What follows belongs to an exercise in optimizing a design on an open flow for small area; a production flow would make more cautious choices.
Only simulation tests tie the RTL to the original design; equivalence was not proved.
In runs 2 to 7 the design's own scripts or RTL, not TritonCTS, make the clock network.
The clock input has no modelled driver; a real chip could not lean on it and would need a root buffer or a full tree.
Power is estimated from default activity; no workload was simulated.

==> flow/design.v <==
`timescale 1 ns / 1 ps
module axis_jtag_v1_0 #
(
   parameter integer C_S_AXIS_DATA_WIDTH   = 64,
   parameter integer C_S_AXIS_DATA_LENGTH  = 32,
   parameter integer C_TCK_CLOCK_RATIO     = 4
)
(
   input  wire                                  channel,
   input  wire                                  s_axis_aclk,
   input  wire                                  s_axis_aresetn,
   input  wire [C_S_AXIS_DATA_WIDTH-1 : 0]      s_axis_tdata,
   input  wire                                  s_axis_tvalid,
   output wire                                  s_axis_tready,
   input  wire [7 : 0]                          s_axis_tkeep,
   input  wire                                  s_axis_tlast,
   output wire                                  TCK_0,
   output wire                                  TMS_0,
   output wire                                  TDI_0,
   input  wire                                  TDO_0,
   output wire                                  TCK_1,
   output wire                                  TMS_1,
   output wire                                  TDI_1,
   input  wire                                  TDO_1
);
   reg  [7:0]  c;
   reg  [30:0] a;
   reg  [30:0] b;
   reg         tms_r;
   reg         tdi_r;
   wire        active = ~c[7];
   wire        pull   = c[7] & c[0];
   wire        ready  = c[7] & c[1];
   wire        turn   = ~(pull | ready);
   wire        inc    = ~(pull & ~s_axis_tvalid);
   always @(posedge s_axis_aclk) begin
      if (!s_axis_aresetn)
         c <= 8'd128;
      else if (ready)
         c <= 8'd0;
      else
         c <= c + {7'd0, inc};
   end
   wire [30:0] du = {s_axis_tdata[16], s_axis_tdata[1], s_axis_tdata[17], s_axis_tdata[2], s_axis_tdata[18], s_axis_tdata[3], s_axis_tdata[19], s_axis_tdata[4], s_axis_tdata[20], s_axis_tdata[5], s_axis_tdata[21], s_axis_tdata[6], s_axis_tdata[22], s_axis_tdata[7], s_axis_tdata[23], s_axis_tdata[8], s_axis_tdata[24], s_axis_tdata[9], s_axis_tdata[25], s_axis_tdata[10], s_axis_tdata[26], s_axis_tdata[11], s_axis_tdata[27], s_axis_tdata[12], s_axis_tdata[28], s_axis_tdata[13], s_axis_tdata[29], s_axis_tdata[14], s_axis_tdata[30], s_axis_tdata[15], s_axis_tdata[31]};
   wire [30:0] dv = {s_axis_tdata[33], s_axis_tdata[49], s_axis_tdata[34], s_axis_tdata[50], s_axis_tdata[35], s_axis_tdata[51], s_axis_tdata[36], s_axis_tdata[52], s_axis_tdata[37], s_axis_tdata[53], s_axis_tdata[38], s_axis_tdata[54], s_axis_tdata[39], s_axis_tdata[55], s_axis_tdata[40], s_axis_tdata[56], s_axis_tdata[41], s_axis_tdata[57], s_axis_tdata[42], s_axis_tdata[58], s_axis_tdata[43], s_axis_tdata[59], s_axis_tdata[44], s_axis_tdata[60], s_axis_tdata[45], s_axis_tdata[61], s_axis_tdata[46], s_axis_tdata[62], s_axis_tdata[47], s_axis_tdata[63], s_axis_tdata[48]};
   always @(posedge s_axis_aclk) begin
      a <= ~((du & {31{pull}}) | (dv & {31{ready}}) |
             ({b[29:0], b[30]} & {31{turn}}));
      b <= a;
   end
   always @(posedge s_axis_aclk) begin
      if (c[1] & (c[0] | c[7])) begin
         tms_r <= ready ? ~s_axis_tdata[0]  : a[0];
         tdi_r <= ready ? ~s_axis_tdata[32] : ~b[0];
      end
   end
   wire tck = active & c[1];
   wire tms = active & ~tms_r;
   wire tdi = active & ~tdi_r;
   assign s_axis_tready = ready;
   assign TCK_0 = ~channel & tck;
   assign TMS_0 = ~channel & tms;
   assign TDI_0 = ~channel & tdi;
   assign TCK_1 =  channel & tck;
   assign TMS_1 =  channel & tms;
   assign TDI_1 =  channel & tdi;
endmodule
==> flow/flow/run.sh <==
#!/bin/bash
# Layout flow: the standard ORFS flow (standard.sh) with three changes:
#  - synthesis maps the logic with an area-oriented ABC script (abc.script);
#    the registers are the standard synthesis's (ABC does not touch them);
#  - port buffers are the smallest buffer, sky130_fd_sc_hd__buf_1;
#  - clock tree synthesis without dummy loads.
# Each tool's output goes to the ORFS logs; make's output to standard.log.
set -euo pipefail
here=$(pwd)
cp flow/abc.script "$here/abc_area_opt.script"
cat > "$here/synth_opt.tcl" <<TCL
proc abc {args} {
  set i [lsearch -exact \$args -script]
  if { \$i >= 0 } { lset args [expr { \$i + 1 }] $here/abc_area_opt.script }
  yosys abc {*}\$args
}
source $here/synth_recipe.tcl
TCL
sed "s#SYNTH_SCRIPT=[^ ]*#SYNTH_SCRIPT=$here/synth_opt.tcl#" standard.sh > standard_opt.sh
export BUFFER_PORTS_ARGS="-buffer_cell sky130_fd_sc_hd__buf_1"
export CTS_ARGS="-sink_clustering_enable -repair_clock_nets -dont_use_dummy_load -buf_list sky130_fd_sc_hd__clkbuf_4"
bash standard_opt.sh > standard.log 2>&1
==> flow/flow/abc.script <==
strash
dc2
dch -f
amap
==> flow/standard.sh <==
#!/bin/bash
# synth_recipe.tcl (not shown) runs the flow's synth.tcl, then flattens the netlist and writes it again
# the make line also repeats each setting of config.mk as NAME=value (left out here)
make -C /OpenROAD-flow-scripts/flow DESIGN_CONFIG=/design/flow/config.mk WORK_HOME=/design/flow/orfs CLKGATE_MAP_FILE= SYNTH_SCRIPT=/design/flow/synth_recipe.tcl "${@:-finish}"
==> flow/config.mk <==
export PLATFORM = sky130hd
export DESIGN_NAME = axis_jtag_v1_0
export DESIGN_NICKNAME = axis_jtag_v1_0
export VERILOG_FILES = /design/flow/design.v
export SDC_FILE = /design/flow/constraint.sdc
export NUM_CORES = 4
export LEC_CHECK = 0
export CAP_MARGIN = 20
export CORE_MARGIN = 2
export CORE_UTILIZATION = 35
export SLEW_MARGIN = 20
==> flow/constraint.sdc <==
create_clock -name core_clock -period 10.0 [get_ports {s_axis_aclk}]
set_input_delay 2.0000 -clock core_clock [delete_from_list [all_inputs] [get_ports {s_axis_aclk}]]
set_output_delay 2.0000 -clock core_clock [all_outputs]
set_load 0.01 [all_outputs]
==> qor.tcl, run 1 <==
set qor(outcome) {complete, no violations}
set qor(clkSlewWorstSetupHoldPaths_ns) 0.08
set qor(cp_capture_type) {output pin}
set qor(critical_path.slowest_cell) {sky130_fd_sc_hd__buf_1}
set qor(crit_path_category) {primary input to output pin}
set qor(postLayoutCoreUtil) 0.449
set qor(layout_worst_path_cycle_share) 0.464
set qor(clock_tree_from_tritoncts) {built}
set qor(timing.fmax_mhz) 216
set qor(area_growth_pct) 23.5
set qor(final_hold_viol_count) 0
set qor(grt_antenna_before_repair) 0
set qor(cp_num_buf_inv) 3
set qor(setup_viol) 0
set qor(setup-tns-final_ns) 0
set qor(arrival_ns) 2.64
set qor(wl_per_cell_um) 13.0
set qor(worstPathCellList) {buf_1 > clkinv_1 > nor3_1 > buf_1}
set qor(nNetsFinal) 318
set qor(tightestPinTransition_ns) 0.470
set qor(dp_hpwl_um) 2650
set qor(die_footprint_mm2) 0.00634
set qor(ys_types) 16
set qor(finalWirelength_um) 3990
set qor(drv_slew) 0
set qor(cts.htree.levels) 3
set qor(rsz0062_at_grt) {no}
set qor(synth.area.top_cells) {sky130_fd_sc_hd__dfxtp_1 70%, sky130_fd_sc_hd__a222oi_1 16%, sky130_fd_sc_hd__edfxtp_1 3.0%}
set qor(timing.hold.ws_ns) 0.325
set qor(synth.ff_latch_count) 72
set qor(max_cap_violations) 0
set qor(track_usage) 0.139
set qor(fin_crit_ns) 4.64
set qor(crit_path_frequent_cell) {sky130_fd_sc_hd__buf_1}
set qor(synth_top_cell_by_area) {sky130_fd_sc_hd__dfxtp_1}
set qor(post_cts_resized) 0
set qor(hold_path_class) {register to register}
set qor(critPathLaunchType) {primary input}
set qor(largest_net_degree_at_the_start_of_global_routing) 36
set qor(detail_route.iter0.violations) 139
set qor(core.rowCount) 27
set qor(highest_ir_drop_seen_on_vdd_mv) 0.142
set qor(synth-seq-area-share) 0.730
set qor(worstSkewPairLatency_ns) 0.39
set qor(start_util) 0.363
set qor(vertical_extent_of_the_die_um) 79.6
set qor(ctsRootBufferMaster) {sky130_fd_sc_hd__clkbuf_4}
set qor(post_synth_top_area_share) 0.700
set qor(synth.net_count) 230
set qor(vias_per_cell) 5.06
set qor(detail_route.drc_violations) 0
set qor(worst-path-stages) 4
set qor(fin_worst_skew_ns) 0.0304
set qor(post_synth.cell_area_avg_um2) 13.4
set qor(largest_stage_delay_on_the_critical_path_ns) 0.17
set qor(cts-buffers-inserted) 9
set qor(p_per_area_mw_per_mm2) 331
set qor(via_count_of_the_first_global_routing_pass) 1440
set qor(path_max_fanout) 4
set qor(cts.sink_count) 72
set qor(reg2regPathDepth) 6
set qor(syn-instance-count) 149
set qor(min_path_cells) 0
set qor(synth_warnings) 1
set qor(total_leakage_power_nw) 0.902
set qor(global_placer_s_final_weighted_congestion) 0.705
set qor(grt_overflow) 0
set qor(via_count) 1552
set qor(antenna-diode-count) 0
set qor(num_io_pins) 86
set qor(postCtsSetupBuffers) 0
set qor(route.antenna.remaining_nets) 0
set qor(clk_path_buf_depth) 2
set qor(synthesis.area_mm2) 0.00200
set qor(die_width_um) 79.6
set qor(relSlewSlack) 0.685
set qor(cts-hold-fix-buffers) 0
set qor(drive_gt1_frac) 0.0596
set qor(floorplan.core_area_mm2) 0.00551
set qor(cpLargestDelayFamily) {buffers and inverters}
set qor(endpoint_required_time_on_the_critical_path_ns) 8.00
set qor(drtPass1Iterations) 5
set qor(global_route_wire_length_before_repair_um) 6510
set qor(port_buffers) 74
-- state kept, by name, summed over array words and instances, names as in the netlist --
name	cells
b	31
tms_r	1
c	8
tdi_r	1
a	31
-- per-stage QoR --
step	total power [W]	setup WS, ns	std cells	cell area (um2)
global placement	0.000700	5.43	297	2390
CTS	0.000826	5.39	306	2460
floorplan	0.000624	5.67	149	2000
detailed placement	0.000704	5.39	297	2390
global route	0.000886	5.34	307	2470
finish	0.000817	5.36	307	2470
-- worst paths after layout --
check	endpoint	startpoint	slack [ns]
max	TDI_1	channel	5.36
max reg2reg	a[5]	c[7]	7.81
min	b[2]	a[2]	0.32
min reg2reg	b[2]	a[2]	0.32
-- cell families after synthesis --
family                     synth area share
AOI/OAI and AO/OA                     0.183
adders and majority gates            0.0125
buffers and inverters                0.0150
DFF                                   0.730
and+or+nand+nor                      0.0594
-- cells in the mapped netlist --
cell                        n
sky130_fd_sc_hd__a211oi_1   1
sky130_fd_sc_hd__a21oi_1    3
sky130_fd_sc_hd__a222oi_1  31
sky130_fd_sc_hd__a31oi_1    1
sky130_fd_sc_hd__and3_1     3
sky130_fd_sc_hd__clkinv_1   8
sky130_fd_sc_hd__dfxtp_1   70
sky130_fd_sc_hd__edfxtp_1   2
sky130_fd_sc_hd__ha_1       2
sky130_fd_sc_hd__nand2_1    5
sky130_fd_sc_hd__nand3_1    2
sky130_fd_sc_hd__nor2_1     8
sky130_fd_sc_hd__nor3_1     7
sky130_fd_sc_hd__o21ai_0    4
sky130_fd_sc_hd__o22ai_1    1
sky130_fd_sc_hd__or2_0      1
-- cells in the final DEF, fill, tap and decap left out --
master                      n
sky130_fd_sc_hd__buf_1     74
sky130_fd_sc_hd__dfxtp_1   70
sky130_fd_sc_hd__a222oi_1  31
sky130_fd_sc_hd__clkbuf_4   9
sky130_fd_sc_hd__clkinv_1   8
sky130_fd_sc_hd__nor3_1     7
sky130_fd_sc_hd__nor2_1     6
sky130_fd_sc_hd__nand2_1    5
sky130_fd_sc_hd__o21ai_0    4
sky130_fd_sc_hd__a21oi_1    3
sky130_fd_sc_hd__and3_1     3
sky130_fd_sc_hd__nor2_2     2
sky130_fd_sc_hd__nand3_1    2
sky130_fd_sc_hd__ha_1       2
sky130_fd_sc_hd__buf_4      2
sky130_fd_sc_hd__edfxtp_1   2
sky130_fd_sc_hd__or2_0      1
sky130_fd_sc_hd__o22ai_1    1
sky130_fd_sc_hd__a211oi_1   1
sky130_fd_sc_hd__a31oi_1    1
sky130_fd_sc_hd__buf_8      1
-- routing by layer --
metal	part of all wire	vias up	track usage
met5	0	-	0
met4	0.022	0	0.0879
met3	0.097	10	0.0543
met2	0.41	73	0.191
met1	0.47	698	0.181
li1	-	771	-
-- power by group --
| group | total, W | internal, W | switching [W] |
|---|---|---|---|
| sequential | 0.000479 | 0.000437 | 0.0000415 |
| clock | 0.000119 | 0.0000419 | 0.0000776 |
| combinational | 0.000219 | 0.000105 | 0.000114 |
| total | 0.000817 | 0.000584 | 0.000234 |
-- final cells by class --
type,instances,area [um2]
Timing Repair Buffer,77,308
Sequential cell,72,1460
Clock buffer,9,67.6
Inverter,8,30.0
Fill cell,540,3040
Tap cell,72,90.1
Multi-Input combinational cell,69,514
==> inputs of run 2 (changes only) <==
--- a/flow/flow/run.sh
+++ b/flow/flow/run.sh
@@ -3,7 +3,8 @@
 #  - synthesis maps the logic with an area-oriented ABC script (abc.script);
 #    the registers are the standard synthesis's (ABC does not touch them);
 #  - port buffers are the smallest buffer, sky130_fd_sc_hd__buf_1;
-#  - clock tree synthesis without dummy loads.
+#  - a one-level clock tree of 4 buffers (flow/manual_cts.tcl) in place of
+#    clock_tree_synthesis.
 # Each tool's output goes to the ORFS logs; make's output to standard.log.
 set -euo pipefail
 here=$(pwd)
@@ -18,5 +19,6 @@
 TCL
 sed "s#SYNTH_SCRIPT=[^ ]*#SYNTH_SCRIPT=$here/synth_opt.tcl#" standard.sh > standard_opt.sh
 export BUFFER_PORTS_ARGS="-buffer_cell sky130_fd_sc_hd__buf_1"
+export PRE_CTS_TCL="$here/flow/manual_cts.tcl"
 export CTS_ARGS="-sink_clustering_enable -repair_clock_nets -dont_use_dummy_load -buf_list sky130_fd_sc_hd__clkbuf_4"
 bash standard_opt.sh > standard.log 2>&1
==> flow/flow/manual_cts.tcl (new file) <==
# Sourced by ORFS's cts.tcl before clock tree synthesis (PRE_CTS_TCL).
# Replaces clock_tree_synthesis with a one-level tree: the flip-flops are
# split into 4 clusters by their placement (k-means) and each cluster gets one
# clock buffer, placed at its centre and driven by the clock port. The rest of
# cts.tcl (legalisation, timing repair) runs as usual.
proc clock_tree_synthesis { args } {
  set K 4
  set buf sky130_fd_sc_hd__clkbuf_8
  set block [ord::get_db_block]
  set net [$block findNet s_axis_aclk]
  set pts {}
  foreach it [$net getITerms] {
    set i [$it getInst]
    set bb [$i getBBox]
    lappend pts [list [expr { ([$bb xMin] + [$bb xMax]) / 2000.0 }] \
      [expr { ([$bb yMin] + [$bb yMax]) / 2000.0 }] \
      [$i getName] [[$it getMTerm] getName]]
  }
  set n [llength $pts]
  puts "manual_cts: $n clock sinks, $K clusters of $buf"
  set srt [lsort -real -index 0 $pts]
  set cs {}
  for { set k 0 } { $k < $K } { incr k } {
    set p [lindex $srt [expr { int(($k + 0.5) * $n / $K) }]]
    lappend cs [list [lindex $p 0] [lindex $p 1]]
  }
  for { set it 0 } { $it < 50 } { incr it } {
    set asg {}
    foreach p $pts {
      set best 0
      set bd 1e18
      for { set k 0 } { $k < $K } { incr k } {
        set c [lindex $cs $k]
        set d [expr { pow([lindex $p 0] - [lindex $c 0], 2) + pow([lindex $p 1] - [lindex $c 1], 2) }]
        if { $d < $bd } {
          set bd $d
          set best $k
        }
      }
      lappend asg $best
    }
    set ncs {}
    for { set k 0 } { $k < $K } { incr k } {
      set sx 0
      set sy 0
      set m 0
      foreach p $pts a $asg {
        if { $a == $k } {
          set sx [expr { $sx + [lindex $p 0] }]
          set sy [expr { $sy + [lindex $p 1] }]
          incr m
        }
      }
      if { $m > 0 } {
        lappend ncs [list [expr { $sx / $m }] [expr { $sy / $m }]]
      } else {
        lappend ncs [lindex $cs $k]
      }
    }
    set cs $ncs
  }
  for { set k 0 } { $k < $K } { incr k } {
    set pins {}
    foreach p $pts a $asg {
      if { $a == $k } {
        lappend pins [get_pins "[lindex $p 2]/[lindex $p 3]"]
      }
    }
    if { [llength $pins] == 0 } {
      continue
    }
    puts "manual_cts: cluster $k, [llength $pins] sinks at [lindex $cs $k]"
    insert_buffer -buffer_cell $buf -net s_axis_aclk -load_pins $pins \
      -location [lindex $cs $k] -buffer_name clkbuf_leaf_$k \
      -net_name clknet_leaf_$k
  }
  set_propagated_clock [all_clocks]
}
==> run 2 against run 1 <==
  * Highest routed layer unchanged
  * Critical path depth stayed put
  * Largest power group unchanged
  * Wire length is 1.4% lower
  * Sequential share of layout area is 0.30 points higher
  * Critical endpoint unchanged
  * Total power is 2.0% lower
==> qor.tcl, run 2 <==
set qor(max_cap_violations) 0
set qor(final_hold_viol_count) 0
set qor(cts-hold-fix-buffers) 0
set qor(num_io_pins) 86
set qor(post-route-worst-setup-slack_ns) 5.36
set qor(dp_cells) 297
set qor(synth.net_count) 230
set qor(die_footprint_mm2) 0.00634
set qor(total_leakage_power_nw) 0.889
set qor(arrival_ns) 2.64
set qor(postCtsSetupBuffers) 0
set qor(vertical_extent_of_the_die_um) 79.6
set qor(post_synth.cell_area_avg_um2) 13.4
set qor(detail_route.iter0.violations) 130
set qor(p_per_area_mw_per_mm2) 326
set qor(most_common_cell_after_layout_fill_and_taps_aside) {sky130_fd_sc_hd__buf_1}
set qor(outcome) {complete, no violations}
set qor(synth_warnings) 1
set qor(synth_compound_gate_area_share) 0.183
set qor(clkPwrFrac) 0.129
set qor(cellInternalPower_w) 0.000579
set qor(post_cts_resized) 0
set qor(nNetsFinal) 313
set qor(detail_route.drc_violations) 0
set qor(global_route_wire_length_before_repair_um) 6350
set qor(area_growth_pct) 22.9
set qor(postLayoutCoreUtil) 0.446
set qor(place_ws_ns) 5.39
set qor(setup-tns-final_ns) 0
set qor(launching_element_of_the_worst_setup_path) {channel}
set qor(tightestPinTransition_ns) 0.468
set qor(drtPass1Iterations) 5
set qor(synth_common_cells) {70 x sky130_fd_sc_hd__dfxtp_1, 31 x sky130_fd_sc_hd__a222oi_1, 8 x sky130_fd_sc_hd__clkinv_1, 8 x sky130_fd_sc_hd__nor2_1, 7 x sky130_fd_sc_hd__nor3_1}
set qor(drv_slew) 0
set qor(critPathLaunchType) {primary input}
set qor(highest_ir_drop_seen_on_vdd_mv) 0.153
set qor(route.antenna.remaining_nets) 0
set qor(track_usage) 0.122
set qor(global_placer_s_final_weighted_congestion) 0.705
set qor(layout_top_registers) {a x31, b x31, c x8}
set qor(switching_component_of_the_power_w) 0.000222
set qor(synth_async_sr_flop_share) 0
set qor(reg2regPathDepth) 6
set qor(relSlewSlack) 0.686
set qor(synthesis.area_mm2) 0.00200
set qor(timing.fmax_mhz) 216
set qor(synth-seq-area-share) 0.730
set qor(floorplan.core_area_mm2) 0.00551
set qor(count_of_flip_flops_with_a_built_in_enable_after_synthesis) 2
set qor(hold_path.startpoint) {a[29]}
set qor(post-synth-top-count-cell) {sky130_fd_sc_hd__dfxtp_1}
set qor(port_buffers) 74
set qor(synth_mux_area_frac) 0
set qor(clkSlewWorstSetupHoldPaths_ns) 0.08
set qor(synth_top_cell_by_area) {sky130_fd_sc_hd__dfxtp_1}
set qor(synthSimpleGateAreaFrac) 0.0594
set qor(rsz0062_at_grt) {no}
set qor(ys_types) 16
set qor(worstSkewPairLatency_ns) 0.17
set qor(dominant_combinational_cell_family_by_area_after_synthesis) {compound AO/OA/AOI/OAI gates}
set qor(vias_per_cell) 4.99
set qor(grt_overflow) 0
set qor(setup_viol) 0
set qor(start_util) 0.363
set qor(path_max_fanout) 4
set qor(die_width_um) 79.6
set qor(fin_worst_skew_ns) 0.0353
set qor(largest_net_degree_at_the_start_of_global_routing) 36
set qor(core.rowCount) 27
set qor(cp_capture_type) {output pin}
set qor(post_synth_top_area_share) 0.700
set qor(regToRegStartpoint) {c[7]}
set qor(worst_setup_path_endpoint) {TDI_1}
set qor(power.share.switching) 0.277
set qor(share_comb_of_total_power) 0.274
set qor(finalWirelength_um) 3930
set qor(worst-r2r-setup-slack_ns) 7.81
set qor(syn-instance-count) 149
set qor(wl_per_cell_um) 13.0
set qor(final_cell_mix) {74 x sky130_fd_sc_hd__buf_1, 70 x sky130_fd_sc_hd__dfxtp_1, 31 x sky130_fd_sc_hd__a222oi_1}
set qor(antenna-diode-count) 0
set qor(final.fill_count) 536
set qor(stdcell_count) 302
set qor(adder_cell_fraction_of_synth_area) 0.0125
set qor(via_count) 1507
set qor(layout_worst_path_cycle_share) 0.464
set qor(crit_path_category) {primary input to output pin}
set qor(post_synth_xor_area_fraction) 0
set qor(grt_antenna_before_repair) 0
set qor(synth.area.top_cells) {sky130_fd_sc_hd__dfxtp_1 70%, sky130_fd_sc_hd__a222oi_1 16%, sky130_fd_sc_hd__edfxtp_1 3.0%}
set qor(fin_crit_ns) 4.64
set qor(drive_gt1_frac) 0.0391
set qor(synth.ff_latch_count) 72
set qor(hold_path_class) {register to register}
set qor(seqPwrFrac) 0.597
set qor(dp_hpwl_um) 2650
set qor(via_count_of_the_first_global_routing_pass) 1384
set qor(ys_dominant_reg_cell) {sky130_fd_sc_hd__dfxtp_1}
set qor(regToRegEndpoint) {a[5]}
set qor(endpoint_required_time_on_the_critical_path_ns) 8.00
-- run 2: cell counts after synthesis --
Identical to the previous run, type by type.
-- run 2: power groups by stage --
| stage | clock, W | combinational (W) | sequential [W] |
|---|---|---|---|
| finish | 0.000103 | 0.000220 | 0.000479 |
| global route | 0.000119 | 0.000252 | 0.000493 |
| CTS | 0.000108 | 0.000218 | 0.000481 |
| detailed placement | 0 | 0.000217 | 0.000486 |
| global placement | 0 | 0.000215 | 0.000485 |
| floorplan | 0 | 0.000153 | 0.000470 |
-- run 2: metal layers --
layer	routed length [um]	GRT usage	vias to the layer above
met4	31	0.0103	0
met2	1610	0.190	59
met3	394	0.0294	2
met5	0	0	-
met1	1890	0.178	687
li1	-	-	759
-- run 2: cell families (layout without fill, tap and decap cells) --
kind of cell	count (synthesis)	in the layout
DFF	72	72
AOI/OAI and AO/OA	41	41
and+or+nand+nor	26	26
buffers and inverters	8	89
adders and majority gates	2	2
-- run 2: worst min path at each step --
stage | cells past startpoint | end | slack, ns
finish | 0 | b[29] | 0.33
global route | 0 | b[30] | 0.34
CTS | 0 | b[29] | 0.33
detailed placement | 0 | b[29] | 0.31
global placement | 0 | b[27] | 0.31
floorplan | 0 | b[10] | 0.31
-- run 2: metrics by stage --
stage / total power (W) / hold WS [ns] / instance area, um2
after floorplan: 0.000624 / 0.310 / 2000
after global placement: 0.000700 / 0.310 / 2390
after detailed placement: 0.000704 / 0.312 / 2390
after CTS: 0.000807 / 0.332 / 2440
after global routing: 0.000863 / 0.342 / 2460
final: 0.000801 / 0.331 / 2460
-- run 2: critical path: stages --
cell and delay, ns:
sky130_fd_sc_hd__buf_1 0.16, sky130_fd_sc_hd__clkinv_1 0.14, sky130_fd_sc_hd__nor3_1 0.16, sky130_fd_sc_hd__buf_1 0.17
-- run 2: area by class of cell, clock buffers not listed --
| class | count | area, um2 | share of cell area |
|---|---|---|---|
| sequential | 72 | 1460 | 0.594 |
| multi-input combinational | 69 | 514 | 0.209 |
| inverter | 8 | 30.0 | 0.0122 |
| tap | 72 | 90.1 | 0.0366 |
| timing repair buffer | 77 | 308 | 0.125 |
==> inputs of run 3 (changes only) <==
--- a/flow/config.mk
+++ b/flow/config.mk
@@ -7,5 +7,5 @@
 export LEC_CHECK = 0
 export CAP_MARGIN = 20
 export CORE_MARGIN = 2
-export CORE_UTILIZATION = 35
+export CORE_UTILIZATION = 60
 export SLEW_MARGIN = 20
==> run 3 against run 2 <==
  * Cell count is 9.9% lower
  * Utilization is 33 points higher
  * Critical path depth did not move
  * Clock power hardly changed
  * Wire length grew 1.7%
  * Die area shrank 40%
  * Fmax grew 0.47%
  * First-iteration DRC count is 110% higher
  * Design area decreased by 2.1%
  * Critical path type unchanged
  * Clock skew decreased by 0.010 ns
  * Largest cell class unchanged
==> qor.tcl, run 3 <==
set qor(clkSlewWorstSetupHoldPaths_ns) 0.09
set qor(max_cap_violations) 0
set qor(most_common_cell_after_layout_fill_and_taps_aside) {sky130_fd_sc_hd__buf_1}
set qor(worstSkewPairLatency_ns) 0.17
set qor(synth_common_cells) {70 x sky130_fd_sc_hd__dfxtp_1, 31 x sky130_fd_sc_hd__a222oi_1, 8 x sky130_fd_sc_hd__clkinv_1, 8 x sky130_fd_sc_hd__nor2_1, 7 x sky130_fd_sc_hd__nor3_1}
set qor(synthSimpleGateAreaFrac) 0.0594
set qor(area_growth_pct) 20.3
set qor(stdcell_count) 272
set qor(die_width_um) 61.7
set qor(track_usage) 0.200
set qor(crit_path_category) {primary input to output pin}
set qor(timing.hold.ws_ns) 0.328
set qor(critPathLaunchType) {primary input}
set qor(fin_worst_skew_ns) 0.0249
set qor(setup-tns-final_ns) 0
set qor(dominant_combinational_cell_family_by_area_after_synthesis) {compound AO/OA/AOI/OAI gates}
set qor(rsz0062_at_grt) {no}
set qor(via_count_of_the_first_global_routing_pass) 1406
set qor(route.antenna.remaining_nets) 0
set qor(final.fill_count) 206
set qor(ys_types) 16
set qor(route.top_layer_used) {met4}
set qor(global_placer_s_final_weighted_congestion) 0.747
set qor(antenna-diode-count) 0
set qor(vertical_extent_of_the_die_um) 61.7
set qor(post-layout-total-power_w) 0.000794
set qor(drive_gt1_frac) 0.0307
set qor(final_hold_viol_count) 0
set qor(post_synth.cell_area_avg_um2) 13.4
set qor(clkPwrFrac) 0.129
set qor(switching_component_of_the_power_w) 0.000222
set qor(arrival_ns) 2.62
set qor(cp_num_buf_inv) 3
set qor(post_synth_top_area_share) 0.700
set qor(endpoint_required_time_on_the_critical_path_ns) 8.00
set qor(via_count) 1585
set qor(multi_input_gate_area_in_the_final_layout_um2) 519
set qor(final_cell_mix) {74 x sky130_fd_sc_hd__buf_1, 70 x sky130_fd_sc_hd__dfxtp_1, 31 x sky130_fd_sc_hd__a222oi_1}
set qor(layout_top_registers) {a x31, b x31, c x8}
set qor(critical_path.slowest_cell) {sky130_fd_sc_hd__buf_1}
set qor(cellInternalPower_w) 0.000572
set qor(outcome) {complete, no violations}
set qor(dp_hpwl_um) 2740
set qor(num_io_pins) 86
set qor(dp_cells) 268
set qor(highest_ir_drop_seen_on_vdd_mv) 0.212
set qor(min_path_cells) 0
set qor(timing.fmax_mhz) 217
set qor(synth_warnings) 1
set qor(port_buffers) 74
set qor(finalWirelength_um) 4000
set qor(hold_path_class) {register to register}
set qor(adder_cell_fraction_of_synth_area) 0.0125
set qor(routed_metal_1_wire_length_um) 1650
set qor(layout_worst_path_cycle_share) 0.462
set qor(synth.area.top_cells) {sky130_fd_sc_hd__dfxtp_1 70%, sky130_fd_sc_hd__a222oi_1 16%, sky130_fd_sc_hd__edfxtp_1 3.0%}
set qor(synthesis.area_mm2) 0.00200
set qor(tightestPinTransition_ns) 0.898
set qor(place_ws_ns) 5.38
set qor(cpLargestDelayFamily) {buffers and inverters}
set qor(wire_length_on_met2_um) 2000
set qor(reg2regPathDepth) 4
set qor(drv_slew) 0
set qor(worstPathCellList) {buf_1 > clkinv_1 > nor3_1 > buf_1}
set qor(synth.ff_latch_count) 72
set qor(path_max_fanout) 4
set qor(grt_overflow) 0
set qor(post-route-worst-setup-slack_ns) 5.38
set qor(vias_per_cell) 5.83
set qor(share_comb_of_total_power) 0.265
set qor(detail_route.iter0.violations) 278
set qor(crit_path_frequent_cell) {sky130_fd_sc_hd__buf_1}
set qor(synth_async_sr_flop_share) 0
set qor(seqPwrFrac) 0.607
set qor(nNetsFinal) 311
set qor(synth-seq-area-share) 0.730
set qor(floorplan.core_area_mm2) 0.00310
set qor(regArea_mm2) 0.00146
set qor(synth_top_cell_by_area) {sky130_fd_sc_hd__dfxtp_1}
set qor(setup_viol) 0
set qor(synth_compound_gate_area_share) 0.183
set qor(count_of_flip_flops_with_a_built_in_enable_after_synthesis) 2
set qor(p_per_area_mw_per_mm2) 330
set qor(worst-path-stages) 4
set qor(syn-instance-count) 149
set qor(wl_per_cell_um) 14.7
set qor(fin_crit_ns) 4.62
set qor(synth_mux_area_frac) 0
set qor(relSlewSlack) 0.398
set qor(largest_net_degree_at_the_start_of_global_routing) 37
set qor(core.rowCount) 20
set qor(post-synth-top-count-cell) {sky130_fd_sc_hd__dfxtp_1}
set qor(drtPass1Iterations) 5
set qor(post_synth_xor_area_fraction) 0
set qor(ys_dominant_reg_cell) {sky130_fd_sc_hd__dfxtp_1}
set qor(grt_antenna_before_repair) 0
set qor(largest_stage_delay_on_the_critical_path_ns) 0.17
set qor(total_leakage_power_nw) 0.879
set qor(die_footprint_mm2) 0.00381
set qor(start_util) 0.645
set qor(global_route_wire_length_before_repair_um) 5910
set qor(cp_capture_type) {output pin}
set qor(power.share.switching) 0.279
set qor(routed-wl-met3_um) 324
set qor(synth.net_count) 230
set qor(postCtsSetupBuffers) 0
set qor(post_cts_resized) 0
set qor(cts-hold-fix-buffers) 0
set qor(detail_route.drc_violations) 0
## run 3: cell counts after synthesis
Identical to the previous run, type by type.
## run 3: power by group through the flow
stage | Sequential [W] | Combinational, W | Clock, W
after floorplan | 0.000470 | 0.000153 | 0
after CTS | 0.000482 | 0.000209 | 0.000104
final | 0.000481 | 0.000210 | 0.000102
after detailed placement | 0.000487 | 0.000208 | 0
after global placement | 0.000480 | 0.000198 | 0
after global routing | 0.000493 | 0.000234 | 0.000114
## run 3: cell families after synthesis
logic type / count (synthesis)
fa+ha+maj: 2
compound gates: 41
simple gates: 26
flops: 72
buf+inv: 8
## run 3: per-layer routing
metal,global-route usage,up-vias
li1,-,756
met1,0.266,737
met2,0.356,90
met3,0.0248,2
met4,0.0334,0
met5,0,-
## run 3: worst reg2reg max path, delay by kind of cell, from the launching register on
kind | cells | cell delay, ns
compound gates | 1 | 0.29
buf+inv | 1 | 0.70
flops | 1 | 0.38
simple gates | 2 | 1.00
## run 3: per-stage QoR
stage | area (um2) | utilization
2_1_floorplan | 2000 | -
3_3_place_gp | 2350 | 0.756
3_5_place_dp | 2350 | 0.756
4_1_cts | 2400 | 0.774
5_1_grt | 2410 | 0.775
6_report | 2410 | 0.775
## run 3: final timing paths
| kind | from | endpoint | slack, ns |
|---|---|---|---|
| setup / recovery | channel | TDI_1 | 5.38 |
| hold / removal | a[2] | b[2] | 0.33 |
| setup reg to reg | c[7] | a[26] | 7.49 |
| hold reg to reg | a[2] | b[2] | 0.33 |
## run 3: area by class of cell, clock buffers not listed
class | instances | share of cell area
tap | 44 | 0.0229
inverter | 8 | 0.0125
timing repair buffer | 75 | 0.119
multi-input combinational | 69 | 0.216
sequential | 72 | 0.607
==> inputs of run 4 (changes only) <==
--- a/flow/config.mk
+++ b/flow/config.mk
@@ -7,5 +7,5 @@
 export LEC_CHECK = 0
 export CAP_MARGIN = 20
 export CORE_MARGIN = 2
-export CORE_UTILIZATION = 60
+export CORE_UTILIZATION = 75
 export SLEW_MARGIN = 20
==> run 4 against run 3 <==
  * Critical path depth did not move
  * Worst setup slack got worse by 0.026 ns
  * Largest power group unchanged
  * Die area is 19% lower
  * Sequential power up 3%
  * Register-to-register slack got worse by 0.25 ns
==> qor.tcl, run 4 <==
set qor(arrival_ns) 2.64
set qor(port_buffers) 74
set qor(synth_compound_gate_area_share) 0.183
set qor(grt.busiest_layer) {met2}
set qor(vertical_extent_of_the_die_um) 55.7
set qor(via_count_of_the_first_global_routing_pass) 1762
set qor(synth.ff_latch_count) 72
set qor(fin_crit_ns) 4.64
set qor(dominant_combinational_cell_family_by_area_after_synthesis) {compound AO/OA/AOI/OAI gates}
set qor(synth.net_count) 230
set qor(final.fill_count) 58
set qor(die_footprint_mm2) 0.00310
set qor(core.rowCount) 18
set qor(final_hold_viol_count) 0
set qor(postCtsSetupBuffers) 0
set qor(cts-hold-fix-buffers) 0
set qor(crit_path_category) {primary input to output pin}
set qor(synth_common_cells) {70 x sky130_fd_sc_hd__dfxtp_1, 31 x sky130_fd_sc_hd__a222oi_1, 8 x sky130_fd_sc_hd__clkinv_1, 8 x sky130_fd_sc_hd__nor2_1, 7 x sky130_fd_sc_hd__nor3_1}
set qor(via_count) 1807
set qor(dp_hpwl_um) 3530
set qor(dp_cells) 254
set qor(total_leakage_power_nw) 0.879
set qor(track_usage) 0.376
set qor(drv_slew) 0
set qor(post_cts_resized) 0
set qor(global_placer_s_final_weighted_congestion) 0.737
set qor(global_route_wire_length_before_repair_um) 8850
set qor(layout_top_registers) {a x31, b x31, c x8}
set qor(endpoint_required_time_on_the_critical_path_ns) 8.00
set qor(drive_gt1_frac) 0.0307
set qor(critPathLaunchType) {primary input}
set qor(ys_dominant_reg_cell) {sky130_fd_sc_hd__dfxtp_1}
set qor(grt_antenna_before_repair) 0
set qor(synthesis.area_mm2) 0.00200
set qor(relSlewSlack) 0.362
set qor(setup-tns-final_ns) 0
set qor(area_growth_pct) 19.4
set qor(synth.area.top_cells) {sky130_fd_sc_hd__dfxtp_1 70%, sky130_fd_sc_hd__a222oi_1 16%, sky130_fd_sc_hd__edfxtp_1 3.0%}
set qor(timing.fmax_mhz) 215
set qor(antenna-diode-count) 0
set qor(nNetsFinal) 311
set qor(setup_viol) 0
set qor(max_cap_violations) 0
set qor(switching_component_of_the_power_w) 0.000262
set qor(count_of_flip_flops_with_a_built_in_enable_after_synthesis) 2
set qor(p_per_area_mw_per_mm2) 350
set qor(cp_capture_type) {output pin}
set qor(synthSimpleGateAreaFrac) 0.0594
set qor(layout_worst_path_cycle_share) 0.464
set qor(post-synth-top-count-cell) {sky130_fd_sc_hd__dfxtp_1}
set qor(adder_cell_fraction_of_synth_area) 0.0125
set qor(die_width_um) 55.7
set qor(detail_route.iter0.violations) 289
set qor(synth_mux_area_frac) 0
set qor(hold_path_class) {register to register}
set qor(start_util) 0.800
set qor(synth_top_cell_by_area) {sky130_fd_sc_hd__dfxtp_1}
set qor(detail_route.drc_violations) 0
set qor(final_cell_mix) {74 x sky130_fd_sc_hd__buf_1, 70 x sky130_fd_sc_hd__dfxtp_1, 31 x sky130_fd_sc_hd__a222oi_1}
set qor(floorplan.core_area_mm2) 0.00250
set qor(power.share.switching) 0.313
set qor(seqPwrFrac) 0.592
set qor(post_synth_xor_area_fraction) 0
set qor(drtPass1Iterations) 6
set qor(clkPwrFrac) 0.127
set qor(syn-instance-count) 149
set qor(route.antenna.remaining_nets) 0
set qor(tightestPinTransition_ns) 0.950
set qor(post_synth_top_area_share) 0.700
set qor(ys_types) 16
set qor(groute.layer.met2.usage) 0.665
set qor(wl_per_cell_um) 24.8
set qor(share_comb_of_total_power) 0.280
set qor(cellInternalPower_w) 0.000574
set qor(rsz0062_at_grt) {no}
set qor(largest_net_degree_at_the_start_of_global_routing) 36
set qor(stdcell_count) 258
set qor(vias_per_cell) 7.00
set qor(post_synth.cell_area_avg_um2) 13.4
set qor(finalWirelength_um) 6410
set qor(highest_ir_drop_seen_on_vdd_mv) 0.286
set qor(synth_async_sr_flop_share) 0
set qor(path_max_fanout) 4
set qor(fin_worst_skew_ns) 0.0345
set qor(worstSkewPairLatency_ns) 0.17
set qor(groute.layer.met1.usage) 0.431
set qor(grt_overflow) 0
set qor(most_common_cell_after_layout_fill_and_taps_aside) {sky130_fd_sc_hd__buf_1}
set qor(synth-seq-area-share) 0.730
set qor(num_io_pins) 86
set qor(post-layout-total-power_w) 0.000836
set qor(outcome) {complete, no violations}
set qor(synth_warnings) 1
set qor(global_route.usage.met3) 0.0814
set qor(clkSlewWorstSetupHoldPaths_ns) 0.11
==> run 4: cell counts in the layout (fill, tap and decap cells not counted) <==
Identical to the previous run, type by type.
==> run 4: kinds of logic after synthesis <==
family,Yosys count
buffers and inverters,8
adders and majority gates,2
DFF,72
AOI/OAI and AO/OA,41
and+or+nand+nor,26
==> run 4: metal layers <==
metal  up-vias  wire, um  part of all wire
li1        752         -                 -
met2       165      3260              0.51
met4         0       431             0.067
met3        39       660              0.10
met5         -         0                 0
met1       851      2060              0.32
==> run 4: stage by stage <==
stage	utilization	hold WS [ns]	instance area (um2)	worst slack, ns
global route	0.955	0.326	2390	5.28
CTS	0.953	0.334	2380	5.38
detailed placement	0.931	0.314	2330	5.36
global placement	0.931	0.311	2330	5.46
floorplan	-	0.310	2000	5.67
finish	0.955	0.332	2390	5.36
==> run 4: critical path, stage by stage <==
cell	delay, ns
sky130_fd_sc_hd__buf_1	0.16
sky130_fd_sc_hd__clkinv_1	0.13
sky130_fd_sc_hd__nor3_1	0.17
sky130_fd_sc_hd__buf_1	0.17
==> run 4: final timing paths <==
kind              startpoint  endpoint  slack [ns]  depth (start not counted)
setup / recovery     channel     TDI_1        5.36                          4
hold / removal         a[26]     b[26]        0.33                          0
setup reg to reg        c[7]      a[0]        7.24                          4
hold reg to reg        a[26]     b[26]        0.33                          0
==> run 4: power groups by stage <==
stage          clock network, W  registers, W  logic, W
6_report               0.000107      0.000495  0.000234
5_1_grt                0.000112      0.000504  0.000249
4_1_cts                0.000104      0.000491  0.000221
3_5_place_dp                  0      0.000492  0.000215
3_3_place_gp                  0      0.000480  0.000194
2_1_floorplan                 0      0.000470  0.000153
==> run 4: layout make-up, clock buffers not listed <==
type / count / area, um2 / share of cell area
sequential: 72 / 1460 / 0.612
multi-input combinational: 69 / 519 / 0.217
timing repair buffer: 75 / 285 / 0.119
tap: 30 / 37.5 / 0.0157
inverter: 8 / 30.0 / 0.0126
==> inputs of run 5 (changes only) <==
--- a/flow/config.mk
+++ b/flow/config.mk
@@ -5,7 +5,7 @@
 export SDC_FILE = /design/flow/constraint.sdc
 export NUM_CORES = 4
 export LEC_CHECK = 0
-export CAP_MARGIN = 20
+export CAP_MARGIN = 0
 export CORE_MARGIN = 2
-export CORE_UTILIZATION = 75
-export SLEW_MARGIN = 20
+export CORE_UTILIZATION = 35
+export SLEW_MARGIN = 0
==> run 5 against run 4 <==
  * Still clean on timing, DRC and antenna
  * Total power shrank 5.0%
  * First-iteration DRC count shrank 51%
  * Fmax grew 0.58%
  * Hold slack lost 0.0034 ns
  * Cell count grew 17%
  * Area after synthesis is the same
  * Worst setup slack gained 0.027 ns
  * Sequential share of layout area shrank 1.4 points
  * Clock power shrank 4%
  * Die area grew 100%
  * Global-route usage shrank 25 points
  * Utilization shrank 51 points
  * Critical endpoint unchanged
==> qor.tcl, run 5 <==
set qor(synthesis.area_mm2) 0.00200
set qor(most_common_cell_after_layout_fill_and_taps_aside) {sky130_fd_sc_hd__buf_1}
set qor(global_route_wire_length_before_repair_um) 6350
set qor(clkSlewWorstSetupHoldPaths_ns) 0.12
set qor(grt_overflow) 0
set qor(dp_hpwl_um) 2650
set qor(global_placer_s_final_weighted_congestion) 0.705
set qor(crit_path_frequent_cell) {sky130_fd_sc_hd__buf_1}
set qor(synth.ff_latch_count) 72
set qor(switching_component_of_the_power_w) 0.000220
set qor(area_growth_pct) 22.1
set qor(cellInternalPower_w) 0.000574
set qor(wl_per_cell_um) 13.0
set qor(final_cell_mix) {74 x sky130_fd_sc_hd__buf_1, 70 x sky130_fd_sc_hd__dfxtp_1, 31 x sky130_fd_sc_hd__a222oi_1}
set qor(num_io_pins) 86
set qor(largest_net_degree_at_the_start_of_global_routing) 36
set qor(layout_top_registers) {a x31, b x31, c x8}
set qor(synth_async_sr_flop_share) 0
set qor(power.share.switching) 0.277
set qor(synth-seq-area-share) 0.730
set qor(detail_route.iter0.violations) 141
set qor(detail_route.drc_violations) 0
set qor(die_width_um) 79.6
set qor(vias_per_cell) 4.98
set qor(syn-instance-count) 149
set qor(highest_ir_drop_seen_on_vdd_mv) 0.154
set qor(die_footprint_mm2) 0.00634
set qor(setup-tns-final_ns) 0
set qor(finish.instance_area_mm2) 0.00244
set qor(final_hold_viol_count) 0
set qor(cts-hold-fix-buffers) 0
set qor(grt_antenna_before_repair) 0
set qor(timing.hold.ws_ns) 0.328
set qor(critical_path.slowest_cell) {sky130_fd_sc_hd__buf_1}
set qor(vertical_extent_of_the_die_um) 79.6
set qor(core.rowCount) 27
set qor(drtPass1Iterations) 6
set qor(floorplan.core_area_mm2) 0.00551
set qor(share_comb_of_total_power) 0.268
set qor(endpoint_required_time_on_the_critical_path_ns) 8.00
set qor(ys_types) 16
set qor(clkPwrFrac) 0.130
set qor(cp_capture_type) {output pin}
set qor(fin_crit_ns) 4.62
set qor(track_usage) 0.122
set qor(synth.area.top_cells) {sky130_fd_sc_hd__dfxtp_1 70%, sky130_fd_sc_hd__a222oi_1 16%, sky130_fd_sc_hd__edfxtp_1 3.0%}
set qor(worstPathCellList) {buf_1 > clkinv_1 > nor3_1 > buf_1}
set qor(relSlewSlack) 0.353
set qor(tightestPinTransition_ns) 0.964
set qor(p_per_area_mw_per_mm2) 325
set qor(drive_gt1_frac) 0.0349
set qor(synth_top_cell_by_area) {sky130_fd_sc_hd__dfxtp_1}
set qor(path_max_fanout) 4
set qor(antenna-diode-count) 0
set qor(drv_slew) 0
set qor(setup_viol) 0
set qor(seqPwrFrac) 0.602
set qor(worst-r2r-setup-slack_ns) 7.40
set qor(crit_path_category) {primary input to output pin}
set qor(critPathLaunchType) {primary input}
set qor(via_count_of_the_first_global_routing_pass) 1384
set qor(rsz0062_at_grt) {no}
set qor(finalWirelength_um) 3910
set qor(worstSkewPairLatency_ns) 0.18
set qor(post-synth-top-count-cell) {sky130_fd_sc_hd__dfxtp_1}
set qor(layout_worst_path_cycle_share) 0.462
set qor(arrival_ns) 2.62
set qor(count_of_flip_flops_with_a_built_in_enable_after_synthesis) 2
set qor(post_synth.cell_area_avg_um2) 13.4
set qor(post-layout-total-power_w) 0.000794
set qor(timing.fmax_mhz) 217
set qor(start_util) 0.363
set qor(ys_dominant_reg_cell) {sky130_fd_sc_hd__dfxtp_1}
set qor(nNetsFinal) 312
set qor(largest_stage_delay_on_the_critical_path_ns) 0.17
set qor(post_cts_resized) 0
set qor(synth_common_cells) {70 x sky130_fd_sc_hd__dfxtp_1, 31 x sky130_fd_sc_hd__a222oi_1, 8 x sky130_fd_sc_hd__clkinv_1, 8 x sky130_fd_sc_hd__nor2_1, 7 x sky130_fd_sc_hd__nor3_1}
set qor(via_count) 1498
set qor(synth_warnings) 1
set qor(postPlaceCellArea_mm2) 0.00239
set qor(hold_path_class) {register to register}
set qor(route.antenna.remaining_nets) 0
set qor(outcome) {complete, no violations}
set qor(fin_worst_skew_ns) 0.0371
set qor(port_buffers) 74
set qor(max_cap_violations) 0
set qor(total_leakage_power_nw) 0.882
set qor(synth.net_count) 230
set qor(post_synth_top_area_share) 0.700
set qor(postCtsSetupBuffers) 0
[run 5: cell counts after synthesis]
No cell type changed its count.
[run 5: logic make-up after synthesis]
family          count (synthesis)  synth area share
compound gates                 41             0.183
fa+ha+maj                       2            0.0125
buf+inv                         8            0.0150
flops                          72             0.730
simple gates                   26            0.0594
[run 5: power groups by stage]
| stage | registers, W | logic, W | clock network [W] |
|---|---|---|---|
| floorplan | 0.000470 | 0.000153 | 0 |
| global placement | 0.000485 | 0.000215 | 0 |
| detailed placement | 0.000486 | 0.000217 | 0 |
| CTS | 0.000481 | 0.000218 | 0.000108 |
| global route | 0.000493 | 0.000245 | 0.000119 |
| finish | 0.000478 | 0.000213 | 0.000103 |
[run 5: final cells by class, clock buffers not listed]
type                            count  area [um2]
Fill cell                         537        3060
Timing Repair Buffer               76         293
Inverter                            8        30.0
Sequential cell                    72        1460
Multi-Input combinational cell     69         514
Tap cell                           72        90.1
[run 5: stage by stage]
| stage | instances | worst slack, ns | utilization |
|---|---|---|---|
| floorplan | 149 | 5.67 | - |
| global placement | 297 | 5.43 | 0.434 |
| detailed placement | 297 | 5.39 | 0.434 |
| CTS | 301 | 5.39 | 0.444 |
| global route | 301 | 5.36 | 0.444 |
| finish | 301 | 5.38 | 0.444 |
[run 5: worst max-delay path: cells and delay by family]
family	cells	cell delay, ns
simple gates	1	0.16
buf+inv	3	0.45
[run 5: worst paths after layout]
kind	startpoint	endpoint	cells past startpoint
worst min-delay path	a[23]	b[23]	0
worst max register to register	c[7]	a[5]	5
worst min register to register	a[23]	b[23]	0
worst max-delay path	channel	TDI_1	4
[run 5: routing by layer]
layer / GRT usage / share of wire / up-vias
met5: 0 / 0 / -
met4: 0.0103 / 0.0079 / 0
met3: 0.0294 / 0.10 / 2
met2: 0.190 / 0.41 / 62
met1: 0.178 / 0.48 / 677
li1: - / - / 757
==> inputs of run 6 (changes only) <==
--- a/flow/config.mk
+++ b/flow/config.mk
@@ -7,5 +7,5 @@
 export LEC_CHECK = 0
 export CAP_MARGIN = 0
 export CORE_MARGIN = 2
-export CORE_UTILIZATION = 35
+export CORE_UTILIZATION = 60
 export SLEW_MARGIN = 0
==> run 6 against run 5 <==
  * Total power shrank 0.18%
  * Global-route usage grew 7.8 points
  * Utilization grew 33 points
  * Sequential power is essentially flat
  * Area after synthesis is the same
  * Largest cell class unchanged
==> qor.tcl, run 6 <==
set qor(outcome) {complete, no violations}
set qor(crit_path_frequent_cell) {sky130_fd_sc_hd__buf_1}
set qor(worst_hold_path_ep) {b[10]}
set qor(path_max_fanout) 4
set qor(place_ws_ns) 5.38
set qor(drv_slew) 0
set qor(post-synth-top-count-cell) {sky130_fd_sc_hd__dfxtp_1}
set qor(cellInternalPower_w) 0.000571
set qor(clkPwrFrac) 0.129
set qor(relSlewSlack) 0.177
set qor(syn-instance-count) 149
set qor(arrival_ns) 2.61
set qor(synth.area.top_cells) {sky130_fd_sc_hd__dfxtp_1 70%, sky130_fd_sc_hd__a222oi_1 16%, sky130_fd_sc_hd__edfxtp_1 3.0%}
set qor(synth_warnings) 1
set qor(critical_path.slowest_cell) {sky130_fd_sc_hd__buf_1}
set qor(regToRegStartpoint) {c[7]}
set qor(postCtsSetupBuffers) 0
set qor(reg2regPathDepth) 4
set qor(switching_component_of_the_power_w) 0.000221
set qor(wl_per_cell_um) 14.8
set qor(ys_types) 16
set qor(dp_hpwl_um) 2740
set qor(total_leakage_power_nw) 0.877
set qor(setup_viol) 0
set qor(highest_ir_drop_seen_on_vdd_mv) 0.212
set qor(p_per_area_mw_per_mm2) 330
set qor(final_hold_viol_count) 0
set qor(detail_route.iter0.violations) 275
set qor(tightestPinTransition_ns) 1.23
set qor(layout_top_registers) {a x31, b x31, c x8}
set qor(synth.net_count) 230
set qor(vertical_extent_of_the_die_um) 61.7
set qor(post_cts_resized) 0
set qor(setup-tns-final_ns) 0
set qor(post-layout-total-power_w) 0.000793
set qor(share_comb_of_total_power) 0.264
set qor(synth-seq-area-share) 0.730
set qor(worst-path-stages) 4
set qor(synth.ff_latch_count) 72
set qor(post_synth_top_area_share) 0.700
set qor(final.fill_count) 208
set qor(cp_num_buf_inv) 3
set qor(regToRegEndpoint) {a[26]}
set qor(cts-hold-fix-buffers) 0
set qor(synthesis.area_mm2) 0.00200
set qor(antenna-diode-count) 0
set qor(launching_element_of_the_worst_setup_path) {channel}
set qor(vias_per_cell) 5.74
set qor(core.rowCount) 20
set qor(ys_dominant_reg_cell) {sky130_fd_sc_hd__dfxtp_1}
set qor(postPlaceCellArea_mm2) 0.00235
set qor(cp_capture_type) {output pin}
set qor(fin_worst_skew_ns) 0.0243
set qor(track_usage) 0.200
set qor(worstSkewPairLatency_ns) 0.17
set qor(layout_worst_path_cycle_share) 0.461
set qor(synth_top_cell_by_area) {sky130_fd_sc_hd__dfxtp_1}
set qor(crit_path_category) {primary input to output pin}
set qor(port_buffers) 74
set qor(finish.instance_area_mm2) 0.00240
set qor(synth_common_cells) {70 x sky130_fd_sc_hd__dfxtp_1, 31 x sky130_fd_sc_hd__a222oi_1, 8 x sky130_fd_sc_hd__clkinv_1, 8 x sky130_fd_sc_hd__nor2_1, 7 x sky130_fd_sc_hd__nor3_1}
set qor(start_util) 0.645
set qor(post-route-worst-setup-slack_ns) 5.39
set qor(rsz0062_at_grt) {no}
set qor(timing.fmax_mhz) 217
set qor(nNetsFinal) 311
set qor(min_path_cells) 0
set qor(fin_crit_ns) 4.61
set qor(num_io_pins) 86
set qor(endpoint_required_time_on_the_critical_path_ns) 8.00
set qor(hold_path.startpoint) {a[10]}
set qor(post_synth.cell_area_avg_um2) 13.4
set qor(grt_antenna_before_repair) 0
set qor(drtPass1Iterations) 6
set qor(critPathLaunchType) {primary input}
set qor(count_of_flip_flops_with_a_built_in_enable_after_synthesis) 2
set qor(largest_net_degree_at_the_start_of_global_routing) 37
set qor(most_common_cell_after_layout_fill_and_taps_aside) {sky130_fd_sc_hd__buf_1}
set qor(finalWirelength_um) 4040
set qor(route.antenna.remaining_nets) 0
set qor(power.share.switching) 0.279
set qor(grt_overflow) 0
set qor(global_placer_s_final_weighted_congestion) 0.747
set qor(worstPathCellList) {buf_1 > clkinv_1 > nor3_1 > buf_1}
set qor(seqPwrFrac) 0.607
set qor(worst-r2r-setup-slack_ns) 7.05
set qor(die_footprint_mm2) 0.00381
set qor(hold_path_class) {register to register}
set qor(via_count_of_the_first_global_routing_pass) 1406
set qor(via_count) 1562
set qor(cpLargestDelayFamily) {buffers and inverters}
set qor(synth_async_sr_flop_share) 0
set qor(die_width_um) 61.7
set qor(area_growth_pct) 20.0
set qor(drive_gt1_frac) 0.0307
set qor(max_cap_violations) 0
set qor(final_cell_mix) {74 x sky130_fd_sc_hd__buf_1, 70 x sky130_fd_sc_hd__dfxtp_1, 31 x sky130_fd_sc_hd__a222oi_1}
set qor(clkSlewWorstSetupHoldPaths_ns) 0.11
set qor(floorplan.core_area_mm2) 0.00310
set qor(largest_stage_delay_on_the_critical_path_ns) 0.17
set qor(global_route_wire_length_before_repair_um) 5910
set qor(detail_route.drc_violations) 0
set qor(postLayoutCoreUtil) 0.774
[run 6: through the flow]
stage                     hold slack (ns)  instances
after floorplan                     0.310        149
after global placement              0.311        268
after detailed placement            0.313        268
after CTS                           0.331        272
after global routing                0.333        272
final                               0.327        272
[run 6: layout make-up, clock buffers not listed]
class / instances / area [um2] / share of cell area
Inverter: 8 / 30.0 / 0.0125
Tap cell: 44 / 55.1 / 0.0229
Sequential cell: 72 / 1460 / 0.609
Timing Repair Buffer: 75 / 285 / 0.119
Multi-Input combinational cell: 69 / 514 / 0.214
[run 6: worst reg2reg max path: cells and delay by family, from the launching register on]
| kind | cells | cell delay [ns] |
|---|---|---|
| flip-flops | 1 | 0.38 |
| AND/OR/NAND/NOR | 2 | 1.36 |
| AO/OA/AOI/OAI | 1 | 0.35 |
| buffers and inverters | 1 | 0.69 |
[run 6: power groups by stage]
stage               combinational, W  sequential, W  clock (W)
global route                0.000232       0.000493   0.000114
finish                      0.000209       0.000481   0.000102
global placement            0.000198       0.000480          0
floorplan                   0.000153       0.000470          0
CTS                         0.000209       0.000482   0.000104
detailed placement          0.000208       0.000487          0
[run 6: kinds of logic after synthesis]
group | count (synthesis) | share of synthesized area
AOI/OAI and AO/OA | 41 | 0.183
adders and majority gates | 2 | 0.0125
buffers and inverters | 8 | 0.0150
DFF | 72 | 0.730
and+or+nand+nor | 26 | 0.0594
[run 6: how the worst max path moves through the flow]
stage	to	slack, ns
3_5_place_dp	TCK_1	5.38
2_1_floorplan	TCK_1	5.67
3_3_place_gp	TMS_1	5.45
6_report	TDI_1	5.39
4_1_cts	TCK_1	5.38
5_1_grt	TCK_1	5.29
[run 6: metal layers]
layer | global-route usage | up-vias | part of all wire
met2 | 0.356 | 76 | 0.50
met5 | 0 | - | 0
met4 | 0.0334 | 0 | 0.0042
li1 | - | 756 | -
met3 | 0.0248 | 2 | 0.074
met1 | 0.266 | 728 | 0.43
==> inputs of run 7 (changes only) <==
--- a/flow/design.v
+++ b/flow/design.v
@@ -31,7 +31,7 @@
    wire        active = ~c[7];
    wire        pull   = c[7] & c[0];
    wire        ready  = c[7] & c[1];
-   wire        turn   = ~(pull | ready);
+   wire        turn   = active;
    wire        inc    = ~(pull & ~s_axis_tvalid);
    always @(posedge s_axis_aclk) begin
       if (!s_axis_aresetn)
==> flow/flow/abc.script (replaced) <==
strash
dc2
dc2
dch -f
amap
topo
==> run 7 against run 6 <==
  * Highest routed layer unchanged
  * Synthesized cell count fell by 1.3%
  * Design area fell by 0.31%
  * Critical endpoint is now TCK_1
  * Register-to-register slack improved by 0.09 ns
  * Critical path type unchanged
  * Utilization fell by 0.24 points
==> qor.tcl, run 7 <==
set qor(cts-hold-fix-buffers) 0
set qor(reg2regPathDepth) 8
set qor(synth_warnings) 1
set qor(synth-seq-area-share) 0.732
set qor(die_footprint_mm2) 0.00380
set qor(rsz0062_at_grt) {no}
set qor(ys_types) 17
set qor(path_max_fanout) 4
set qor(synth_common_cells) {70 x sky130_fd_sc_hd__dfxtp_1, 31 x sky130_fd_sc_hd__a222oi_1, 7 x sky130_fd_sc_hd__clkinv_1, 7 x sky130_fd_sc_hd__nor2_1, 6 x sky130_fd_sc_hd__nor3_1}
set qor(crit_path_frequent_cell) {sky130_fd_sc_hd__buf_1}
set qor(drv_slew) 0
set qor(wl_per_cell_um) 16.0
set qor(synth_async_sr_flop_share) 0
set qor(vertical_extent_of_the_die_um) 61.7
set qor(setup_viol) 0
set qor(worst_hold_path_ep) {b[13]}
set qor(detail_route.drc_violations) 0
set qor(start_util) 0.643
set qor(nNetsFinal) 309
set qor(launching_element_of_the_worst_setup_path) {channel}
set qor(detail_route.iter0.violations) 161
set qor(ys_dominant_reg_cell) {sky130_fd_sc_hd__dfxtp_1}
set qor(count_of_flip_flops_with_a_built_in_enable_after_synthesis) 2
set qor(cpLargestDelayFamily) {buffers and inverters}
set qor(total_leakage_power_nw) 0.865
set qor(timing.hold.ws_ns) 0.334
set qor(antenna-diode-count) 0
set qor(via_count_of_the_first_global_routing_pass) 1452
set qor(finalWirelength_um) 4320
set qor(wire_length_on_met2_um) 2100
set qor(postCtsSetupBuffers) 0
set qor(worstPathCellList) {buf_1 > clkinv_1 > nor3_1 > buf_1}
set qor(highest_ir_drop_seen_on_vdd_mv) 0.192
set qor(hold_path_class) {register to register}
set qor(cp_capture_type) {output pin}
set qor(post-synth-top-count-cell) {sky130_fd_sc_hd__dfxtp_1}
set qor(post_synth_xor_area_fraction) 0
set qor(post-route-worst-setup-slack_ns) 5.40
set qor(routed-wl-met3_um) 364
set qor(crit_path_category) {primary input to output pin}
set qor(floorplan.core_area_mm2) 0.00310
set qor(synth_top_cell_by_area) {sky130_fd_sc_hd__dfxtp_1}
set qor(post_synth_top_area_share) 0.702
set qor(track_usage) 0.229
set qor(critical_path.slowest_cell) {sky130_fd_sc_hd__buf_1}
set qor(critPathLaunchType) {primary input}
set qor(hold_path.startpoint) {a[13]}
set qor(relSlewSlack) 0.393
set qor(drive_gt1_frac) 0.0265
set qor(synth.ff_latch_count) 72
set qor(global_route_wire_length_before_repair_um) 6490
set qor(worstSkewPairLatency_ns) 0.16
set qor(drtPass1Iterations) 8
set qor(final_hold_viol_count) 0
set qor(dominant_combinational_cell_family_by_area_after_synthesis) {compound AO/OA/AOI/OAI gates}
set qor(syn-instance-count) 147
set qor(outcome) {complete, no violations}
set qor(via_count) 1599
set qor(adder_cell_fraction_of_synth_area) 0.0125
set qor(core.rowCount) 20
set qor(endpoint_required_time_on_the_critical_path_ns) 8.00
set qor(area_growth_pct) 19.9
set qor(regToRegStartpoint) {c[7]}
set qor(routed_metal_1_wire_length_um) 1760
set qor(max_cap_violations) 0
set qor(timing.fmax_mhz) 217
set qor(route.antenna.remaining_nets) 0
set qor(port_buffers) 74
set qor(clkSlewWorstSetupHoldPaths_ns) 0.10
set qor(die_width_um) 61.7
set qor(synth.area.top_cells) {sky130_fd_sc_hd__dfxtp_1 70%, sky130_fd_sc_hd__a222oi_1 16%, sky130_fd_sc_hd__edfxtp_1 3.0%}
set qor(tightestPinTransition_ns) 0.905
set qor(worst-r2r-setup-slack_ns) 7.14
set qor(p_per_area_mw_per_mm2) 293
set qor(fin_crit_ns) 4.60
set qor(post_cts_resized) 0
set qor(vias_per_cell) 5.92
set qor(regToRegEndpoint) {c[5]}
set qor(grt_overflow) 0
set qor(min_path_cells) 0
set qor(largest_stage_delay_on_the_critical_path_ns) 0.18
set qor(synth_mux_area_frac) 0
set qor(synth_compound_gate_area_share) 0.184
set qor(finish.instance_area_mm2) 0.00239
set qor(final_cell_mix) {74 x sky130_fd_sc_hd__buf_1, 70 x sky130_fd_sc_hd__dfxtp_1, 31 x sky130_fd_sc_hd__a222oi_1}
set qor(arrival_ns) 2.60
set qor(dp_hpwl_um) 3000
set qor(post_synth.cell_area_avg_um2) 13.6
set qor(layout_top_registers) {a x31, b x31, c x8}
set qor(num_io_pins) 86
set qor(synthesis.area_mm2) 0.00200
set qor(most_common_cell_after_layout_fill_and_taps_aside) {sky130_fd_sc_hd__buf_1}
set qor(largest_net_degree_at_the_start_of_global_routing) 36
set qor(global_placer_s_final_weighted_congestion) 0.792
set qor(place_ws_ns) 5.41
set qor(synth.net_count) 228
set qor(synthSimpleGateAreaFrac) 0.0577
set qor(route.top_layer_used) {met4}
set qor(setup-tns-final_ns) 0
set qor(cp_num_buf_inv) 3
set qor(fin_worst_skew_ns) 0.0117
set qor(post-layout-total-power_w) 0.000701
set qor(layout_worst_path_cycle_share) 0.460
set qor(postPlaceCellArea_mm2) 0.00234
set qor(grt_antenna_before_repair) 0
run 7: where the power goes:
group | total [W] | leakage, nW | internal (W) | switching, W
sequential | 0.000442 | 0.602 | 0.000404 | 0.0000383
combinational | 0.000156 | 0.234 | 0.0000669 | 0.0000889
clock | 0.000103 | 0.0288 | 0.0000372 | 0.0000656
total | 0.000701 | 0.865 | 0.000508 | 0.000193
run 7: kinds of logic after synthesis:
kind of cell             Yosys count
AO/OA/AOI/OAI                     41
adder cells (fa/ha/maj)            2
buffers and inverters              7
flip-flops                        72
AND/OR/NAND/NOR                   25
run 7: worst max-delay path by stage:
stage | to | depth (start not counted)
2_1_floorplan | s_axis_tready | 2
3_3_place_gp | TMS_1 | 4
3_5_place_dp | TCK_1 | 4
4_1_cts | TCK_1 | 4
5_1_grt | TCK_1 | 4
6_report | TCK_1 | 4
run 7: worst register-to-register path: stages (launching register included):
cell and delay (ns):
sky130_fd_sc_hd__dfxtp_1 0.49, sky130_fd_sc_hd__clkinv_1 0.78, sky130_fd_sc_hd__nor2_2 0.38, sky130_fd_sc_hd__buf_4 0.39
sky130_fd_sc_hd__clkinv_1 0.22, sky130_fd_sc_hd__nand2_1 0.18, sky130_fd_sc_hd__clkinv_1 0.11, sky130_fd_sc_hd__o21ai_0 0.11
sky130_fd_sc_hd__a21oi_1 0.08
run 7: stage by stage:
stage                     cells  utilization
after floorplan             147            -
after global placement      266        0.754
after detailed placement    266        0.754
after CTS                   270        0.771
after global routing        270        0.771
final                       270        0.771
run 7: metal layers:
layer  vias to the layer above  global-route usage
li1                        748                   -
met1                       762               0.309
met2                        81               0.394
met3                         8              0.0315
met4                         0              0.0486
met5                         -                   0
run 7: layout make-up, clock buffers not listed:
type | instances | area [um2]
tap | 44 | 55.1
inverter | 7 | 26.3
multi-input combinational | 68 | 510
fill | 217 | 709
timing repair buffer | 75 | 285
sequential | 72 | 1460

[afterwards: timing with drivers on the ports]
In the flow no input, the clock included, has a driving cell. The finished layouts below were timed again as built, in two steps. Step 1 assumes that a clkbuf_16 drives the clock port and a buf_2 every other input. Step 2, shift: input delay + t, output delay - t, t = (earliest + latest rising clock arrival at the registers) / 2. This alone moves slack from input paths to output paths. Three values: no drivers, after step 1, after step 2; two values: the first two.
run | t, ns | setup WS [ns] | latest minus earliest clock arrival (ns) | worst register clock-pin slew, ns
run 1 | 0.400 | 5.364 / 5.342 / 5.342 | 0.030 / 0.030 | 0.11 / 0.11
run 2 | 0.208 | 5.362 / 5.340 / 5.340 | 0.036 / 0.036 | 0.12 / 0.12
run 3 | 0.202 | 5.384 / 5.362 / 5.362 | 0.026 / 0.027 | 0.11 / 0.11
run 4 | 0.209 | 5.358 / 5.331 / 5.331 | 0.035 / 0.034 | 0.12 / 0.12
run 5 | 0.209 | 5.385 / 5.363 / 5.363 | 0.038 / 0.038 | 0.12 / 0.12
run 6 | 0.201 | 5.385 / 5.363 / 5.363 | 0.026 / 0.026 | 0.11 / 0.11
run 7 | 0.211 | 5.402 / 5.377 / 5.377 | 0.013 / 0.013 | 0.10 / 0.10
After both steps setup and hold are still met in every run listed. For run 4, which loses most, drivers alone change the setup slack by -0.027 ns; drivers and shift together by -0.027 ns.
